This design comes from an exercise in tuning for small area and a short achievable clock period on the open sky130 flow, not from production work.
In this exercise RTL edits were held to simulation tests only and were not proved equivalent to the original.
Power is estimated from default activity; no workload was simulated.

## job 6941
## SCPU
module SCPU(
    input         clk,
    input         rst,
    input  [31:0] inst,
    input  [31:0] data_in,   
    output [31:0] addr_out,  
    output [31:0] data_out,  
    output [31:0] pc_out,    
    output        mem_write,
    output [31:0] out,
    output [6:0]  exmem_opcode,
    input         cache_resp_stall
    );
    localparam [31:0] NOP = 32'h00000013;
    wire stall = cache_resp_stall;
    wire run   = ~cache_resp_stall;
    localparam [2:0] S_N = 3'd0, S_J1 = 3'd1, S_J2 = 3'd2, S_J3 = 3'd3,
                     S_J4 = 3'd4, S_L1 = 3'd5, S_L2 = 3'd6;
    reg  [2:0]  fs;
    reg  [31:0] pc;
    reg  [31:0] if_inst;
    reg         jf;       
    reg  [31:0] jt;       
    wire [6:0] op  = if_inst[6:0];
    wire [2:0] f3  = if_inst[14:12];
    wire [6:0] top = if_inst[31:25];
    wire d_lui   = op == 7'b0110111;
    wire d_r     = op == 7'b0110011;
    wire d_ld    = op == 7'b0000011;
    wire d_st    = op == 7'b0100011;
    wire d_i     = op == 7'b0010011;
    wire d_b     = op == 7'b1100011;
    wire d_jal   = op == 7'b1101111;
    wire d_jalr  = op == 7'b1100111;
    wire d_sys   = op == 7'b1110011;
    wire d_auipc = op == 7'b0010111;
  ...
For scale: about 5,200 cells after synthesis, about 200 I/O pins, about 71,000 um2 of cells after synthesis.
export LEC_CHECK = 0
export CAP_MARGIN = 20
export CORE_MARGIN = 2
export CORE_UTILIZATION = 50
export SLEW_MARGIN = 20
export SYNTH_HIERARCHICAL = 1
export SYNTH_MINIMUM_KEEP_SIZE = 0
create_clock -name core_clock -period 10.0 [get_ports {clk}]
standard.sh (not shown) runs the stock make flow with config.mk's settings and CLKGATE_MAP_FILE= SYNTH_SCRIPT=/design/flow/synth_recipe.tcl, a recipe that flattens the netlist after the stock synthesis.
==> flow/flow/run.sh <==
#!/bin/bash
# Standard layout, with a tighter setup target for timing repair, and larger
# sink clusters and no dummy loads in clock tree synthesis. Each tool's
# output goes to a log here.
set -euo pipefail
export SETUP_SLACK_MARGIN=6.25
export CTS_ARGS="-sink_clustering_enable -repair_clock_nets -dont_use_dummy_load -sink_clustering_size 24 -sink_clustering_max_diameter 120"
bash standard.sh > standard_flow.log 2>&1
Per the final summary, job 6941 finished and its layout is clean on timing, DRC and antenna.
Relative to job 6941, the following input files were edited for job 9287:
==> flow/flow/run.sh <==
#!/bin/bash
# Standard layout, with a tighter setup target for timing repair, plain
# buffers on the ports, and sink clusters of up to 24 flip-flops and no dummy
# loads in clock tree synthesis. Each tool's output goes to a log here.
set -euo pipefail
export SETUP_SLACK_MARGIN=6.0
export BUFFER_PORTS_ARGS="-buffer_cell sky130_fd_sc_hd__buf_2"
export CTS_ARGS="-sink_clustering_enable -repair_clock_nets -dont_use_dummy_load -sink_clustering_size 24 -sink_clustering_max_diameter 120"
bash standard.sh > standard_flow.log 2>&1
--- outcome ---
- Re wire length: job 6941 and job 9287 aren't equal, and the higher value belongs to job 6941.
- Comparing job 6941 and job 9287, share of the clock period used by the worst path is higher on job 9287.
- Clock network area share of job 6941 is on par with job 9287.
- Violation count after the first detailed-routing iteration, job 6941 and job 9287, higher one = job 6941.
- Summary of the comparison: total clock buffers created by CTS is higher in job 9287, relative to job 6941.
The inputs of job 5586 differ from those of job 9287 as listed below.
==> flow/flow/run.sh <==
#!/bin/bash
# Standard layout, with a tighter setup target for timing repair, and larger
# sink clusters and no dummy loads in clock tree synthesis. Each tool's
# output goes to a log here.
set -euo pipefail
export SETUP_SLACK_MARGIN=6.5
export CTS_ARGS="-sink_clustering_enable -repair_clock_nets -dont_use_dummy_load -sink_clustering_size 24 -sink_clustering_max_diameter 120"
bash standard.sh > standard_flow.log 2>&1
Notes after the runs:
Job 9287 and job 5586 all finish clean. A start point of the critical path of e_aR$_DFFE_PN_ is what job 5586 shows, while if_inst[16]$_SDFFCE_PP0N_ belongs to job 9287. Taking job 9287 as the reference, in job 5586 time the worst path needs with I/O delays and setup moved down; fraction of met3 tracks used by global routing climbed 0.84 points; critical path depth has increased. NOTE: share of layout cells above drive strength 1 in job 5586 exceeds that of job 9287. Worst path setup slack after routing: job 5586 vs job 9287 up 180 ps. Critical path capture point: m_res[29]$_DFFE_PN_ -> job 5586, e_d1[18]$_DFFE_PN_ -> job 9287. Looking at job 9287 and job 5586, the area taken by flip-flops and latches is a wash.
--- input diff job 5586..job 6398 ---
==> flow/flow/run.sh <==
#!/bin/bash
# Standard layout, with a tighter setup target for timing repair, plain
# buffers on the ports, and sink clusters of up to 24 flip-flops and no dummy
# loads in clock tree synthesis. Each tool's output goes to a log here.
set -euo pipefail
export SETUP_SLACK_MARGIN=6.4
export BUFFER_PORTS_ARGS="-buffer_cell sky130_fd_sc_hd__buf_2"
export CTS_ARGS="-sink_clustering_enable -repair_clock_nets -dont_use_dummy_load -sink_clustering_size 24 -sink_clustering_max_diameter 120"
bash standard.sh > standard_flow.log 2>&1
## What came out
Delta (job 6398 minus job 5586): met3 usage lower, area growth from synthesis to layout lower. Going from job 5586 to job 6398, wire length went down by about 1.7%; final routed wire length divided by cell count was more or less identical.
> inputs changed (job 6398 -> job 8195)
==> flow/flow/run.sh <==
#!/bin/bash
# Standard layout, with a tighter setup target for timing repair, and larger
# sink clusters and no dummy loads in clock tree synthesis. Each tool's
# output goes to a log here.
set -euo pipefail
export SETUP_SLACK_MARGIN=5.5
export CTS_ARGS="-sink_clustering_enable -repair_clock_nets -dont_use_dummy_load -sink_clustering_size 24 -sink_clustering_max_diameter 120"
bash standard.sh > standard_flow.log 2>&1
==> results.txt <==
- Per the comparison of job 8195 with job 6398, final-layout worst hold slack shrank by 13 ps; fraction of layout cells with a size suffix above 1 shrank by 11 points; worst slew slack as a fraction of its limit grew by 2.5 points.
Here is what was changed in the inputs of job 3976 compared with job 8195.
==> flow/flow/run.sh <==
#!/bin/bash
# Standard layout, with a tighter setup target for timing repair, plain
# buffers on the ports, and sink clusters of up to 24 flip-flops and no dummy
# loads in clock tree synthesis. Each tool's output goes to a log here.
set -euo pipefail
export SETUP_SLACK_MARGIN=6.25
export BUFFER_PORTS_ARGS="-buffer_cell sky130_fd_sc_hd__buf_2"
export CTS_ARGS="-sink_clustering_enable -repair_clock_nets -dont_use_dummy_load -sink_clustering_size 24 -sink_clustering_max_diameter 120"
bash standard.sh > standard_flow.log 2>&1
Findings:
- Of job 3976 and job 8195, job 3976 shows the higher combinational power, with job 8195 below it.
- Power attributed to the clock group: job 8195 vs job 3976 — no meaningful difference
- Between job 8195 and job 3976, the flow reports cell area increasing slightly.
- [compare] base=job 8195 new=job 3976: synthesis-to-finish area growth increased by 1.4 points relative to the old numbers; relative contribution of the clock network to total power decreased by 0.2 points relative to the old numbers.
- On portion of the layout cell area used by non-clock buffers, job 8195 tracks job 3976 almost exactly.
- Job 3976 ended up with if_inst[15]$_SDFFCE_PP0N_ as its launch point of the worst path; job 8195 ended up with e_aR$_DFFE_PN_.
- Compared to job 8195, job 3976 has combinational cell fraction of total power 1.2 points higher.
- Sequential cell count delta (job 3976 -> job 8195): insignificant

[static timing again, ports no longer ideal]
The flow's constraints put no driver on any port. The routed layouts listed below were extracted and timed again, unchanged, in two steps.
Step 1: set_driving_cell puts a clkbuf_16 on clk and a buf_2 on each other input, an assumption about the parent block.
Step 2, shift: input delay + t, output delay - t, t = (earliest + latest rising clock arrival at the registers) / 2. This alone moves slack from input paths to output paths.
a / b / c = no drivers / after step 1 / after step 2; a / b = the first two.
| run | shift t [ns] | slack for setup (ns) | latest minus earliest clock arrival (ns) | worst slew at a driven data input, ns | cell pins on the clock port's net |
|---|---|---|---|---|---|
| job 6941 | 0.773 | 6.146 / 6.146 / 5.542 | 0.063 / 0.064 | 0.10 | 1 |
| job 9287 | 0.785 | 5.963 / 5.963 / 5.231 | 0.115 / 0.115 | 0.10 | 1 |
| job 5586 | 0.772 | 6.142 / 6.142 / 5.769 | 0.066 / 0.066 | 0.10 | 1 |
| job 6398 | 0.785 | 6.232 / 6.232 / 5.616 | 0.110 / 0.110 | 0.10 | 1 |
| job 8195 | 0.768 | 5.567 / 5.567 / 5.252 | 0.059 / 0.059 | 0.11 | 1 |
| job 3976 | 0.788 | 6.191 / 6.191 / 5.462 | 0.113 / 0.112 | 0.11 | 1 |
After both steps every run listed still meets setup and hold. The setup slack of job 9287, which loses most, moves by 0.000 ns with the drivers and by -0.732 ns with both steps.
